This design comes from an exercise in tuning for small area on the open sky130 flow, not from production work.
In this exercise RTL edits were held to simulation tests only and were not proved equivalent to the original.
No run shown here takes its clock network from TritonCTS; it comes from the design's own scripts or RTL.
No driver is modelled on the clock port, so clock power and skew are understated where the tree is cut down; a real chip needs a root buffer or a tree.
Power and IR drop assume default switching activity.

==> flow/config.mk <==
export PLATFORM = sky130hd
export DESIGN_NAME = weather_box
export DESIGN_NICKNAME = weather_box
export VERILOG_FILES = /design/flow/design.v
export SDC_FILE = /design/flow/constraint.sdc
export NUM_CORES = 4
export LEC_CHECK = 0
export CAP_MARGIN = 20
export CORE_MARGIN = 2
export CORE_UTILIZATION = 40
export SLEW_MARGIN = 20
export BUFFER_PORTS_ARGS = -buffer_cell sky130_fd_sc_hd__buf_1
export CTS_ARGS = -sink_clustering_enable -repair_clock_nets -dont_use_dummy_load -buf_list {sky130_fd_sc_hd__clkbuf_8}
export PRE_RESIZE_TCL = /design/flow/flow/downsize.tcl
export POST_CTS_TCL = /design/flow/flow/cts_post.tcl
export MCTS_K = 3
export MCTS_BUF = sky130_fd_sc_hd__clkbuf_16
export SKIP_REPAIR_TIE_FANOUT = 1
==> flow/constraint.sdc <==
create_clock -name core_clock -period 10.0 [get_ports {clk}]
set_input_delay 2.0000 -clock core_clock [delete_from_list [all_inputs] [get_ports {clk}]]
set_output_delay 2.0000 -clock core_clock [all_outputs]
set_load 0.01 [all_outputs]
==> flow/design.v <==
module weather_box (
	input clk,
	input rst_n,
	output [7:0] led,
	output [9:0] lcd_ram_addr,
	output lcd_ram_en,
	input  [7:0] lcd_ram_data,
	output LCD_RS,
	output LCD_RW,
	output LCD_EN,
	output [7:0] LCD_D
	);
reg r_rst;
reg rst;
reg [15:0] r_t;
wire w_t_low0 = (r_t[14:0] == 15'd0);
wire w_t_zero = w_t_low0 & ~r_t[15];
wire w_t_fb = r_t[15] ^ r_t[13] ^ r_t[12] ^ r_t[10] ^ w_t_low0;
reg r_mode;           
reg [4:0] r_s;        
reg [1:0] r_p;        
reg [7:0] r_data;     
reg r_en;             
localparam P_E = 2'd3;  
localparam P_B = 2'd1;  
localparam P_C = 2'd0;  
localparam P_A = 2'd2;  
wire w_last = (r_s == 5'd31);
wire w_n_long = !r_mode && (r_s == 5'd10 || r_s == 5'd31);          
wire w_n_250  = (!r_mode && r_s == 5'd11) || (r_mode && r_p == P_E);
wire w_n_2000 = r_mode && r_p == P_A && w_last;
wire w_chg = !r_mode ? (r_s == 5'd10 || r_s == 5'd11 || r_s == 5'd30 || r_s == 5'd31)
                     : (r_p == P_E || ((r_p == P_A || r_p == P_C) && w_last));
wire w_end  = w_n_long ? (~r_t[0] & r_t[1] & r_t[2] & r_t[3] & ~r_t[4] & ~r_t[5] & ~r_t[6] & ~r_t[7] & r_t[8] & ~r_t[9] & ~r_t[10] & ~r_t[11] & r_t[12] & r_t[13] & ~r_t[14]) : w_n_250 ? (~r_t[0] & ~r_t[5] & ~r_t[7] & ~r_t[8] & ~r_t[9] & r_t[14]) : w_n_2000 ? (r_t[0] & ~r_t[3] & ~r_t[4] & ~r_t[5] & ~r_t[8] & r_t[9] & r_t[10] & ~r_t[14] & r_t[15]) : r_t[10];
wire w_pre  = w_n_long ? (r_t[0] & r_t[1] & r_t[2] & ~r_t[3] & ~r_t[4] & ~r_t[5] & ~r_t[6] & r_t[7] & ~r_t[8] & ~r_t[9] & ~r_t[10] & r_t[11] & r_t[12] & ~r_t[13] & r_t[14] & r_t[15]) : w_n_250 ? (r_t[0] & r_t[1] & ~r_t[2] & ~r_t[4] & ~r_t[7] & ~r_t[8] & r_t[13]) : w_n_2000 ? (~r_t[0] & ~r_t[2] & ~r_t[3] & ~r_t[4] & r_t[8] & ~r_t[11] & ~r_t[13] & r_t[14] & ~r_t[15]) : r_t[9];
wire w_fall = w_n_long ? (r_t[0] & ~r_t[1] & ~r_t[2] & r_t[3] & r_t[4] & ~r_t[5] & r_t[6] & ~r_t[7] & ~r_t[8] & ~r_t[9] & ~r_t[10] & ~r_t[11] & r_t[12] & ~r_t[13] & r_t[14] & ~r_t[15]) : w_n_250 ? (~r_t[2] & r_t[3] & ~r_t[5] & r_t[6] & ~r_t[13] & r_t[15]) : w_n_2000 ? (~r_t[1] & ~r_t[4] & r_t[5] & ~r_t[11] & r_t[12] & ~r_t[13] & r_t[14] & ~r_t[15]) : r_t[4];
wire w_step = w_end & ~rst;
always @(posedge clk) begin
	r_rst <= rst_n;
	if (!r_rst) begin
		rst <= 1'b1;
		r_t <= 16'h0001;
	end else if (rst && w_t_zero) begin
		rst <= 1'b0;
		r_t <= 16'h0002;
	end else if (w_step) begin
		r_t <= w_chg ? 16'h0001 : 16'h0002;
	end else begin
		r_t <= {r_t[14:0], w_t_fb};
	end
end
always @(posedge clk) begin
	if (rst)
		r_en <= 1'b1;
	else if (w_pre)
		r_en <= 1'b1;
	else if (w_fall)
		r_en <= 1'b0;
end
always @(posedge clk) begin
	if (rst) begin
		r_mode <= 1'b0;
		r_s <= 5'd10;
		r_p <= P_E;
	end else if (w_step) begin
		if (!r_mode) begin
			if (r_s == 5'd31)
				r_mode <= 1'b1;
			r_s <= r_s + 5'd1;
			r_p <= P_E;
		end else begin
			case (r_p)
				P_E: r_p <= P_B;
				P_A: begin r_p <= P_B; r_s <= r_s + 5'd1; end
				P_B: r_p <= P_C;
				default: r_p <= P_A;
			endcase
		end
	end
end
wire [7:0] w_rom;
assign w_rom[0] = (~r_s[0] & r_s[1] & r_s[2] & r_s[4]) | (~r_s[1] & r_s[2] & r_s[3] & r_s[4]) | (r_s[0] & ~r_s[2] & ~r_s[4]) | (~r_s[0] & ~r_s[1] & ~r_s[2] & ~r_s[3]) | (r_s[0] & r_s[1] & ~r_s[2] & ~r_s[3]) | (r_s[0] & ~r_s[1] & r_s[2] & ~r_s[3]);
assign w_rom[1] = (r_s[0] & ~r_s[1] & r_s[2]) | (r_s[0] & r_s[1] & ~r_s[3]) | (r_s[1] & r_s[2] & ~r_s[3]) | (~r_s[0] & r_s[1] & r_s[2] & ~r_s[4]);
assign w_rom[2] = (r_s[0] & ~r_s[1]) | (~r_s[0] & ~r_s[2] & r_s[4]) | (~r_s[0] & r_s[1] & r_s[2]) | (~r_s[2] & ~r_s[3]) | (~r_s[0] & r_s[3] & r_s[4]);
assign w_rom[3] = (~r_s[1] & ~r_s[4]) | (r_s[0] & ~r_s[2] & ~r_s[3]) | (~r_s[0] & r_s[1] & ~r_s[3]) | (~r_s[0] & ~r_s[2] & r_s[3] & r_s[4]) | (r_s[0] & r_s[2] & ~r_s[4]);
assign w_rom[4] = (r_s[0] & r_s[2] & ~r_s[3]) | (~r_s[1] & r_s[2] & r_s[3] & r_s[4]) | (~r_s[0] & ~r_s[1] & ~r_s[4]) | (~r_s[0] & r_s[2] & r_s[3] & r_s[4]);
assign w_rom[5] = (~r_s[3]) | (~r_s[1] & r_s[4]) | (~r_s[0] & r_s[4]) | (~r_s[2] & r_s[4]) | (~r_s[0] & ~r_s[1]);
assign w_rom[6] = (~r_s[2] & ~r_s[3]) | (~r_s[1] & r_s[3] & r_s[4]) | (r_s[1] & ~r_s[3]) | (r_s[0] & ~r_s[3]) | (~r_s[0] & r_s[1] & r_s[2] & r_s[4]) | (r_s[0] & r_s[1] & r_s[2] & ~r_s[4]);
assign w_rom[7] = 1'b0;
reg [7:0] w_d;
always @(*) begin
	if (!r_mode)
		w_d = w_rom;
	else begin
		case (r_p)
			P_E: w_d = 8'h01;
			P_B: w_d = 8'h00;
			P_C: w_d = r_data;
			default: w_d = w_last ? 8'h02 : (r_s == 5'd15) ? 8'hc0 : 8'h00;
		endcase
	end
end
always @(posedge clk)
	if (w_step && r_mode && r_p == P_B)
		r_data <= lcd_ram_data;
assign LCD_D = w_d;
assign LCD_RS = r_mode ? (r_p == P_C) : (r_s >= 5'd15 && r_s <= 5'd30);
assign LCD_RW = 1'b0;
assign LCD_EN = r_en;
assign lcd_ram_en = r_mode;
assign lcd_ram_addr = {5'b00000, r_s};
reg [11:0] r_c;       
reg [7:0] r_x;        
reg [2:0] r_y;        
reg r_half;           
reg [7:0] r_v;        
reg [7:0] r_w;        
reg r_win;            
reg r_first;          
wire w_c_low0 = (r_c[10:0] == 11'd0);
wire w_tick = w_c_low0 & ~r_c[11];
wire w_c_one = w_c_low0 & r_c[11];
wire w_c_fb = r_c[11] ^ r_c[5] ^ r_c[3] ^ r_c[0] ^ w_c_low0;
wire [5:0] w_duty = r_x[7:2];
wire w_x_zero = (r_x == 8'd0);
wire w_restart = w_tick && (r_x[1:0] == 2'd0) && !w_x_zero;
always @(posedge clk) begin
	if (rst) begin
		r_x <= 8'd129;
		r_y <= 3'b001;
		r_half <= 1'b0;
		r_first <= 1'b1;
	end else begin
		if (w_tick) begin
			r_x <= w_x_zero ? 8'd131 : r_x - 8'd1;
			r_y <= {r_y[1:0], ~(r_y[2] & r_y[1])};
		end
		if (w_c_one && r_y[2] && !r_y[1])
			r_half <= ~r_half;
		if (w_restart)
			r_first <= 1'b0;
	end
	r_c <= (rst || w_tick) ? 12'hed1 : {r_c[10:0], w_c_fb};
	r_v <= (rst || w_restart || r_v == 8'd0) ? 8'd254 : r_v - 8'd1;
	r_w <= rst ? 8'h02 : {r_w[6:0], r_w[7] ^ r_w[5] ^ r_w[4] ^ r_w[3]};
	r_win <= !rst && (r_w == 8'h17 || (r_win && r_w[7:1] != 7'd0));
end
wire w_low = (r_v[7:5] == 3'd0);
wire w_hit55 = (r_v == 8'd55);
wire w_hit0 = r_first ? (r_v == 8'd253) : w_hit55;
wire [4:0] w_d5 = w_duty[4:0];
wire [5:0] w_u = {1'b1, r_v[4:0]} - {1'b0, w_d5};
genvar i;
generate
	for (i = 0; i < 6; i = i + 1) begin : g_led
		wire b = (w_d5 < 5 * i);
		wire normal = b ? (w_u < 64 - 5 * i) : (w_u < 32 - 5 * i);
		wire special = (i == 0) ? (w_d5 == 5'd0) : (w_duty == 5 * i);
		assign led[i] = (w_low && normal) || (special && ((i == 0) ? w_hit0 : w_hit55));
	end
endgenerate
assign led[6] = 1'b0;
assign led[7] = r_half && r_win;
endmodule
==> flow/flow/run.sh <==
#!/bin/bash
# Layout: the standard flow (standard.sh; its make output goes to
# standard.log and each ORFS step logs under orfs/logs), with these changes
# to how the layout is built:
#  - the port buffers use the smallest buffer (buf_1);
#  - before repair_design, flow/downsize.tcl gives each combinational cell
#    the smallest drive strength of its kind (repair_design fixes any limit
#    this breaks);
#  - after clock tree synthesis, flow/cts_post.tcl replaces the tree with
#    the clock port driving 3 leaf buffers (sky130_fd_sc_hd__clkbuf_16), each feeding one group of
#    nearby registers (groups of equal size, cut at coordinates);
#  - one tie cell drives all the constant outputs.
set -euo pipefail
cat >> config.mk <<CFG
export BUFFER_PORTS_ARGS = -buffer_cell sky130_fd_sc_hd__buf_1
export CTS_ARGS = -sink_clustering_enable -repair_clock_nets -dont_use_dummy_load -buf_list {sky130_fd_sc_hd__clkbuf_8}
export PRE_RESIZE_TCL = $PWD/flow/downsize.tcl
export POST_CTS_TCL = $PWD/flow/cts_post.tcl
export MCTS_K = 3
export MCTS_BUF = sky130_fd_sc_hd__clkbuf_16
export SKIP_REPAIR_TIE_FANOUT = 1
CFG
bash standard.sh > standard.log 2>&1
==> flow/flow/cts_post.tcl <==
# Replace the clock tree that clock_tree_synthesis built with a flat one:
# the clock port drives K leaf buffers, each placed at the centre of a
# group of register clock pins (groups of equal size, cut at coordinates).
set K $::env(MCTS_K)
set bufname $::env(MCTS_BUF)
set block [ord::get_db_block]
set clk [$block findNet clk]
# remove the buffers CTS inserted: move their sinks back onto clk
set changed 1
while {$changed} {
  set changed 0
  foreach it [$clk getITerms] {
    set inst [$it getInst]
    if {[[$inst getMaster] isSequential]} { continue }
    set out ""
    foreach t [$inst getITerms] {
      if {[$t isOutputSignal]} { set out [$t getNet] }
    }
    if {$out eq "" || $out eq "NULL"} { continue }
    foreach s [$out getITerms] {
      if {[$s getInst] ne $inst} { $s disconnect; $s connect $clk }
    }
    foreach t [$inst getITerms] { $t disconnect }
    odb::dbInst_destroy $inst
    odb::dbNet_destroy $out
    set changed 1
    break
  }
}
set pts {}
foreach it [$clk getITerms] {
  set inst [$it getInst]
  lassign [$inst getLocation] x y
  lappend pts [list $it $x $y]
}
set n [llength $pts]
puts "manual clock tree: $n sinks"
# balanced groups: cut the registers at a coordinate (alternately x and
# y) into two parts sized in proportion to the groups each part gets,
# until there are K groups
proc split_groups {pts k axis} {
  if {$k <= 1} { return [list $pts] }
  set k1 [expr {$k / 2}]
  set s [lsort -integer -index $axis $pts]
  set h [expr {([llength $s] * $k1 + $k / 2) / $k}]
  set nax [expr {$axis == 1 ? 2 : 1}]
  return [concat [split_groups [lrange $s 0 [expr {$h - 1}]] $k1 $nax] \
                 [split_groups [lrange $s $h end] [expr {$k - $k1}] $nax]]
}
set groups [split_groups $pts $K 1]
set cs {}
set asg {}
set gi 0
set newpts {}
foreach g $groups {
  set sx 0; set sy 0
  foreach p $g { set sx [expr {$sx + [lindex $p 1]}]; set sy [expr {$sy + [lindex $p 2]}]; lappend newpts $p; lappend asg $gi }
  lappend cs [list [expr {$sx / [llength $g]}] [expr {$sy / [llength $g]}]]
  incr gi
}
set pts $newpts
set master [[ord::get_db] findMaster $bufname]
for {set k 0} {$k < $K} {incr k} {
  set inst [odb::dbInst_create $block $master "clkleaf_$k"]
  set net [odb::dbNet_create $block "clkleaf_net_$k"]
  $net setSigType CLOCK
  [$inst findITerm A] connect $clk
  [$inst findITerm X] connect $net
  lassign [lindex $cs $k] cx cy
  $inst setLocation [expr {int($cx)}] [expr {int($cy)}]
  $inst setPlacementStatus PLACED
  set members 0
  foreach p $pts a $asg {
    if {$a == $k} {
      set it [lindex $p 0]
      $it disconnect
      $it connect $net
      incr members
    }
  }
  puts "clkleaf_$k: $members sinks at $cx $cy"
}
detailed_placement
estimate_parasitics -placement
report_check_types -max_slew -max_capacitance -violators
report_clock_skew
==> flow/flow/downsize.tcl <==
# Before repair_design: give every combinational cell the smallest drive
# strength of its kind (timing has ample slack); repair_design then fixes
# any slew or capacitance limit this breaks.
set db [ord::get_db]
set n 0
foreach inst [[ord::get_db_block] getInsts] {
  set m [$inst getMaster]
  set name [$m getName]
  if {[$m isSequential]} { continue }
  if {![regexp {^(sky130_fd_sc_hd__[a-z0-9]+)_([0-9]+)$} $name -> base drv]} { continue }
  if {$drv <= 1} { continue }
  if {[string match *clkbuf* $base] || [string match *conb* $base]} { continue }
  foreach k {0 1 2} {
    if {$k >= $drv} { break }
    set nm [$db findMaster ${base}_$k]
    if {$nm ne "NULL" && $nm ne ""} {
      $inst swapMaster $nm
      incr n
      break
    }
  }
}
puts "downsized $n cells"
==> flow/standard.sh <==
#!/bin/bash
# synth_recipe.tcl (not shown) runs the flow's synth.tcl, then flattens the netlist and writes it again
# the make line also repeats each setting of config.mk as NAME=value (left out here)
make -C /OpenROAD-flow-scripts/flow DESIGN_CONFIG=/design/flow/config.mk WORK_HOME=/design/flow/orfs CLKGATE_MAP_FILE= SYNTH_SCRIPT=/design/flow/synth_recipe.tcl "${@:-finish}"
==> results.py, run 1 <==
metrics = {
    "hold_path": {
        "hp-class": "reg2reg",
    },
    "sta": {
        "fin_crit_ns": 4.76,
        "finalSetupViolations": 0,
        "finClkSkew_ns": 0.00761,
        "hold_violations": 0,
        "final_max_slew_viol_count": 0,
        "fmax_ghz": 0.210,
        "slew_headroom_pct": 40.9,
        "hold_ws_ns": 0.448,
        "worst_pin_slew_ns": 0.880,
        "fin_tns_setup_ns": 0,
        "period_share_pct": 47.6,
        "rsz0062_at_grt": "false",
    },
    "global_route": {
        "track_usage_pct": 15.5,
        "gr-total-overflow": 0,
        "grt_max_degree": 33,
        "grt_pass1_wl_um": 14800,
        "grt_pass1_vias": 3228,
        "grt_antenna_before_repair": 0,
    },
    "yosys": {
        "synth_area_leaders": "dfxtp_1, edfxtp_1, ha_1, xnor2_1, nand2_1",
        "yosysTopAreaCellShare_pct": 33.2,
        "synthDistinctLibCells": 69,
        "netlist_area_um2": 4160,
        "syn_inst": 473,
        "ys_ff_latch": 77,
        "syn_nets": 503,
        "synth_area_leader_cell": "dfxtp_1",
        "synth_edf_count": 8,
        "async_flop_share_pct": 0,
        "synth_flop_cell": "dfxtp_1",
        "yosys_warnings": 1,
        "yosysSeqAreaShare_pct": 38.9,
        "synth_area_per_cell_um2": 8.80,
    },
    "placed_design": {
        "port_buffers": 32,
        "dpl.hpwl_um": 6010,
        "gp_congestion": 0.869,
    },
    "die": {
        "core-area_um2": 10200,
        "initial_utilization_pct": 40.7,
        "ios": 40,
        "fp-row-count": 37,
        "die_h_um": 106,
        "fp.dieW_um": 106,
        "die_area_um2": 11200,
    },
    "job": {
        "cap_viol_max_count": 0,
    },
    "pwr": {
        "p_seq_share_pct": 64.0,
        "p_sw_share_pct": 23.4,
        "cellPowerDensity_nw_per_um2": 121,
        "max-vdd-ir-drop_mv": 0.0815,
        "pwr-share-comb_pct": 10.8,
        "leakagePower_uw": 0.00153,
        "p_int_uw": 402,
        "p_clk_share_pct": 25.2,
        "p_sw_uw": 123,
    },
    "worst_setup_path": {
        "critical_path_arrival_ns": 2.76,
        "critPathTopFamily": "compound AO/OA/AOI/OAI gates",
        "timing.critical_path.from_type": "register",
        "critPathBufInv": 2,
        "cp_cell_sequence": "inv_1, ha_1, nor2b_1, o21a_1, or3_1, a2111oi_0, o221a_1, or3_1, buf_1",
        "critPathKind": "reg2out",
        "crit_fanout": 7,
        "crit_top_cell": "or3_1",
        "worstSetupEndpointType": "output port",
        "crit_path_max_incr_delay_ns": 0.52,
        "cp.required_ns": 8.00,
        "cp_slowest_cell": "a2111oi_0",
    },
    "routing": {
        "drt_pass1_iterations": 5,
        "wl_per_cell_um": 13.5,
        "num_vias": 3330,
        "drt-initial-drc-count": 211,
        "drt_wl_total_um": 8370,
        "viasPerCell": 5.38,
        "drtAntennaViolNets": 0,
        "post-route-drc-count": 0,
    },
    "finish": {
        "final_nets": 515,
        "fill_cells": 996,
        "area_growth_pct": 4.00,
        "diodes": 0,
        "drive_above_1_share_pct": 0.828,
    },
    "clocking": {
        "insertion_delay_ns": 0.16,
        "path_clk_slew_ns": 0.09,
        "clock-sinks": 77,
    },
    "run_status": {
        "status": "finished clean",
    },
}
## power by group through the flow
stage                     Combinational [µW]  Sequential, µW  Clock (µW)
after floorplan                         48.6             340           0
after global placement                  58.4             343           0
after detailed placement                57.1             343           0
after global routing                    66.5             339         147
final                                   56.6             336         132
## worst reg2reg max path: cells and delay by family, from the launching register on
family / cells / cell delay [ns]
buffers and inverters: 1 / 0.35
flip-flops: 1 / 0.41
adder cells (fa/ha/maj): 2 / 0.57
AO/OA/AOI/OAI: 2 / 0.83
AND/OR/NAND/NOR: 4 / 0.95
## layer usage
metal	share of wire, %	track usage, %	vias up
met5	0	0	-
met4	0.76	3.95	0
met3	3.2	1.90	7
met2	48	26.1	73
met1	48	21.2	1541
li1	-	-	1709
## final timing paths
check	start	endpoint	slack (ns)	cells past startpoint
hold / removal	r_c[8]	r_c[9]	0.45	1
setup reg to reg	r_s[0]	r_data[2]	6.55	9
hold reg to reg	r_c[8]	r_c[9]	0.45	1
setup / recovery	r_x[3]	led[3]	5.24	9
## kinds of logic (layout without fill, tap and decap cells)
kind of cell / after synthesis / after routing / synth area share (%)
AO/OA/AOI/OAI: 97 / 97 / 16.7
XOR/XNOR: 27 / 27 / 5.68
adder cells (fa/ha/maj): 20 / 20 / 6.19
buffers and inverters: 48 / 58 / 5.47
flip-flops: 77 / 77 / 38.9
multiplexers: 4 / 4 / 0.962
other: 1 / 1 / 0.0901
AND/OR/NAND/NOR: 199 / 199 / 26.0
## cell usage after synthesis (7+ instances only)
master,count
buf_4,7
xnor2_1,19
nand2_1,41
nor2_1,38
nor2b_1,10
nor3_1,18
a21oi_1,17
dfxtp_1,69
nand3_1,12
a31oi_1,10
clkbuf_1,14
and2_1,21
xor2_1,8
inv_1,19
o21ai_0,19
ha_1,19
nor4_1,7
or3_1,9
edfxtp_1,8
## sequential cells by signal, summed over array words and instances, names as in the netlist
register  cells
r_c          12
r_data        8
r_en          1
r_first       1
r_half        1
r_mode        1
r_p           2
r_rst         1
r_s           5
r_t          16
r_v           8
r_w           8
r_win         1
r_x           8
r_y           3
rst           1
## cells in the final DEF (no fill, tap or decap), drive strengths merged, types with 7 or more instances in the layout
cell,netlist,layout
xnor2,19,19
inv,20,20
o21ai,19,19
buf,14,35
a21oi,18,18
or3,11,11
dfxtp,69,69
ha,19,19
nor2b,10,10
nor2,40,40
xor2,8,8
nor3,18,18
nor4,7,7
and2,21,21
a31oi,11,11
nand3,12,12
edfxtp,8,8
nand2,41,41
## final cells by class
class / instances / area [µm²] / share of cell area, %
Buffer: 3 / 75.1 / 1.73
Inverter: 20 / 75.1 / 1.73
Multi-Input combinational cell: 348 / 2260 / 52.1
Sequential cell: 77 / 1620 / 37.4
Tap cell: 136 / 170 / 3.93
Timing Repair Buffer: 35 / 133 / 3.06
## per-stage QoR
stage	utilization, %	total power [µW]	area, µm²	worst slack (ns)	instances
3_3_place_gp	42.3	401	4320	5.48	616
3_5_place_dp	41.6	400	4260	5.46	616
5_1_grt	42.3	552	4330	5.00	619
2_1_floorplan	-	389	4160	5.79	473
6_report	42.3	525	4330	5.24	619
==> inputs of run 2 (changes only) <==
--- a/flow/flow/run.sh
+++ b/flow/flow/run.sh
@@ -8,5 +8,5 @@
 #    this breaks);
 #  - after clock tree synthesis, flow/cts_post.tcl replaces the tree with
-#    the clock port driving 3 leaf buffers (sky130_fd_sc_hd__clkbuf_16), each feeding one group of
+#    the clock port driving 3 leaf buffers (sky130_fd_sc_hd__buf_12), each feeding one group of
 #    nearby registers (groups of equal size, cut at coordinates);
 #  - one tie cell drives all the constant outputs.
@@ -18,5 +18,5 @@
 export POST_CTS_TCL = $PWD/flow/cts_post.tcl
 export MCTS_K = 3
-export MCTS_BUF = sky130_fd_sc_hd__clkbuf_16
+export MCTS_BUF = sky130_fd_sc_hd__buf_12
 export SKIP_REPAIR_TIE_FANOUT = 1
 CFG
==> flow/flow/downsize.tcl (replaced) <==
# Before repair_design: give every combinational cell the smallest-area
# drive strength of its kind (timing has ample slack); repair_design then
# fixes any slew or capacitance limit this breaks.
set db [ord::get_db]
set n 0
foreach inst [[ord::get_db_block] getInsts] {
  set m [$inst getMaster]
  set name [$m getName]
  if {[$m isSequential]} { continue }
  if {![regexp {^(sky130_fd_sc_hd__[a-z0-9]+)_([0-9]+)$} $name -> base drv]} { continue }
  if {[string match *clkbuf* $base] || [string match *conb* $base]} { continue }
  set best $m
  set barea [expr {[$m getWidth] * [$m getHeight]}]
  foreach k {0 1 2} {
    if {$k >= $drv} { break }
    set nm [$db findMaster ${base}_$k]
    if {$nm eq "NULL" || $nm eq ""} { continue }
    set a [expr {[$nm getWidth] * [$nm getHeight]}]
    if {$a < $barea} { set best $nm; set barea $a }
  }
  if {$best ne $m} {
    $inst swapMaster $best
    incr n
  }
}
puts "downsized $n cells"
--- a/flow/config.mk
+++ b/flow/config.mk
@@ -15,4 +15,4 @@
 export POST_CTS_TCL = /design/flow/flow/cts_post.tcl
 export MCTS_K = 3
-export MCTS_BUF = sky130_fd_sc_hd__clkbuf_16
+export MCTS_BUF = sky130_fd_sc_hd__buf_12
 export SKIP_REPAIR_TIE_FANOUT = 1
==> results.py, run 2 <==
metrics = {
    "finish": {
        "largest_reg_flops": 16,
        "top_register": "r_t",
        "final_nets": 515,
        "fill_cells": 1015,
        "final_core_util_pct": 42.2,
        "layout_common_cells": "dfxtp_1, nand2_1, nor2_1",
        "layout_commonest_cell": "dfxtp_1",
        "drive_above_1_share_pct": 2.69,
        "largestRegisters": "r_t x16, r_c x12",
        "diodes": 0,
        "area_growth_pct": 3.64,
    },
    "routing": {
        "post-route-drc-count": 0,
        "drt_pass1_iterations": 4,
        "drtAntennaViolNets": 0,
        "num_vias": 3408,
        "drt-initial-drc-count": 178,
        "drt_wl_total_um": 8490,
        "viasPerCell": 5.51,
        "wl_per_cell_um": 13.7,
    },
    "worst_setup_path": {
        "worstSetupEndpointType": "output port",
        "reg2regPathDepth": 9,
        "cp_cell_sequence": "inv_1, ha_1, nor2b_1, o21a_1, or2_2, a31oi_1, nand2_1, o211ai_1, buf_1",
        "r2r_end": "r_data[0]",
        "critPathKind": "reg2out",
        "cp.required_ns": 8.00,
        "reg2reg_slack_ns": 6.56,
        "crit_fanout": 7,
        "cp_slowest_cell": "a31oi_1",
        "critPathTopFamily": "compound AO/OA/AOI/OAI gates",
        "critPathBufInv": 2,
        "critical_path_arrival_ns": 2.83,
        "timing.rr.start": "r_s[0]",
        "timing.critical_path.from_type": "register",
        "crit_path_max_incr_delay_ns": 0.51,
    },
    "yosys": {
        "yosys_warnings": 1,
        "synth_most_common_cell": "dfxtp_1",
        "synth_area_leaders": "dfxtp_1, edfxtp_1, ha_1, xnor2_1, nand2_1",
        "async_flop_share_pct": 0,
        "synth_edf_count": 8,
        "syn_nets": 503,
        "syn_inst": 473,
        "yosysTopAreaCellShare_pct": 33.2,
        "yosysSeqAreaShare_pct": 38.9,
        "synth_flop_cell": "dfxtp_1",
        "ys_ff_latch": 77,
        "synthDistinctLibCells": 69,
        "netlist_area_um2": 4160,
        "synth_area_leader_cell": "dfxtp_1",
        "synth_area_per_cell_um2": 8.80,
        "yosys-top-cells-count": "dfxtp_1, nand2_1, nor2_1, and2_1",
    },
    "global_route": {
        "grt_max_degree": 33,
        "grt_antenna_before_repair": 0,
        "grt_pass1_vias": 3176,
        "gr-total-overflow": 0,
        "grt_pass1_wl_um": 14700,
        "track_usage_pct": 15.6,
    },
    "sta": {
        "fin_ws_ns": 5.17,
        "finClkSkew_ns": 0.00488,
        "fin_crit_ns": 4.83,
        "fin_tns_setup_ns": 0,
        "slew_headroom_pct": 40.4,
        "hold_violations": 0,
        "rsz0062_at_grt": "false",
        "fmax_ghz": 0.207,
        "worst_pin_slew_ns": 0.887,
        "finalSetupViolations": 0,
        "period_share_pct": 48.3,
        "hold_ws_ns": 0.445,
        "final_max_slew_viol_count": 0,
    },
    "pwr": {
        "cellPowerDensity_nw_per_um2": 120,
        "max-vdd-ir-drop_mv": 0.0761,
        "leakagePower_uw": 0.00153,
    },
    "die": {
        "die_area_um2": 11200,
        "fp.dieW_um": 106,
        "die_h_um": 106,
        "ios": 40,
        "initial_utilization_pct": 40.7,
        "core-area_um2": 10200,
        "fp-row-count": 37,
    },
    "clocking": {
        "path_clk_slew_ns": 0.10,
        "insertion_delay_ns": 0.13,
        "clock-sinks": 77,
    },
    "placed_design": {
        "dpl.hpwl_um": 6060,
        "dp_slack_ns": 5.42,
        "gp_congestion": 0.869,
        "port_buffers": 32,
    },
    "hold_path": {
        "worstHoldStart": "r_c[8]",
        "hp-class": "reg2reg",
        "holdPathStages": 1,
        "holdPathEnd": "r_c[9]",
    },
    "job": {
        "cap_viol_max_count": 0,
    },
    "run_status": {
        "status": "finished clean",
    },
}
-- run 2: changes by cell type in the layout (fill, tap and decap cells not counted), sizes merged --
| cell | change |
|---|---|
| buf | +3 |
| clkbuf | -3 |
-- run 2: how the worst max path moves through the flow --
stage / cells after the start / startpoint / slack [ns] / endpoint
2_1_floorplan: 8 / r_x[3] / 5.79 / led[3]
3_3_place_gp: 9 / r_x[3] / 5.48 / led[3]
3_5_place_dp: 9 / r_x[3] / 5.42 / led[1]
5_1_grt: 9 / r_x[3] / 5.01 / led[1]
6_report: 9 / r_x[3] / 5.17 / led[1]
-- run 2: through the flow --
stage          total power, µW  area, µm²  cells
5_1_grt                    545       4320    619
3_3_place_gp               401       4320    616
6_report                   518       4320    619
2_1_floorplan              389       4160    473
3_5_place_dp               401       4260    616
-- run 2: report_power, final --
| group | leakage, µW | internal (µW) | switching (µW) |
|---|---|---|---|
| Clock | 0.0000282 | 48.9 | 75.9 |
| Sequential | 0.000632 | 324 | 11.6 |
| Combinational | 0.000868 | 22.8 | 34.2 |
-- run 2: layer usage --
layer  vias up  share of wire (%)  routed length (µm)  global-route usage (%)
li1       1713                  -                   -                       -
met4         0                1.5                 127                    4.51
met1      1594                 47                4010                    20.7
met2        90                 47                3990                    26.8
met5         -                  0                   0                       0
met3        11                4.3                 369                    1.96
-- run 2: logic make-up (layout without fill, tap and decap cells) --
logic type | Yosys count | in the layout | share of synthesized area [%]
AND/OR/NAND/NOR | 199 | 199 | 26.0
XOR/XNOR | 27 | 27 | 5.68
adder cells (fa/ha/maj) | 20 | 20 | 6.19
buffers and inverters | 48 | 58 | 5.47
other | 1 | 1 | 0.0901
multiplexers | 4 | 4 | 0.962
AO/OA/AOI/OAI | 97 | 97 | 16.7
flip-flops | 77 | 77 | 38.9
-- run 2: final cells by class --
type                            count  area [µm²]  share of cell area [%]
Sequential cell                    77        1620                    37.6
Multi-Input combinational cell    348        2260                    52.3
Tap cell                          136         170                    3.94
Inverter                           20        75.1                    1.74
Buffer                              3        60.1                    1.39
Timing Repair Buffer               35         133                    3.07

what the ideal ports hide:
The results above use ideal ports. As a check the final layouts listed here were re-extracted and re-timed, cells and wires unchanged. Step 1: set_driving_cell puts a clkbuf_16 on clk and a buf_2 on each other input, an assumption about the parent block. Step 2 moves the port delays by t, midway between the first and last clock arrival at a register: inputs arrive t later, outputs are due t later. That takes back most of the time a late clock gives input paths. Three values: ideal, step 1, step 2; two values: the first two.
run	shift t [ns]	setup slack, ns	worst setup path at the end	worst data-port slew with drivers (ns)	cell pins on the clock port's net
run 1	0.218	5.242 / 5.181 / 5.399	register to output	0.03	3
run 2	0.200	5.171 / 5.102 / 5.301	register to output	0.03	3
After both steps setup and hold are still met in every run listed.
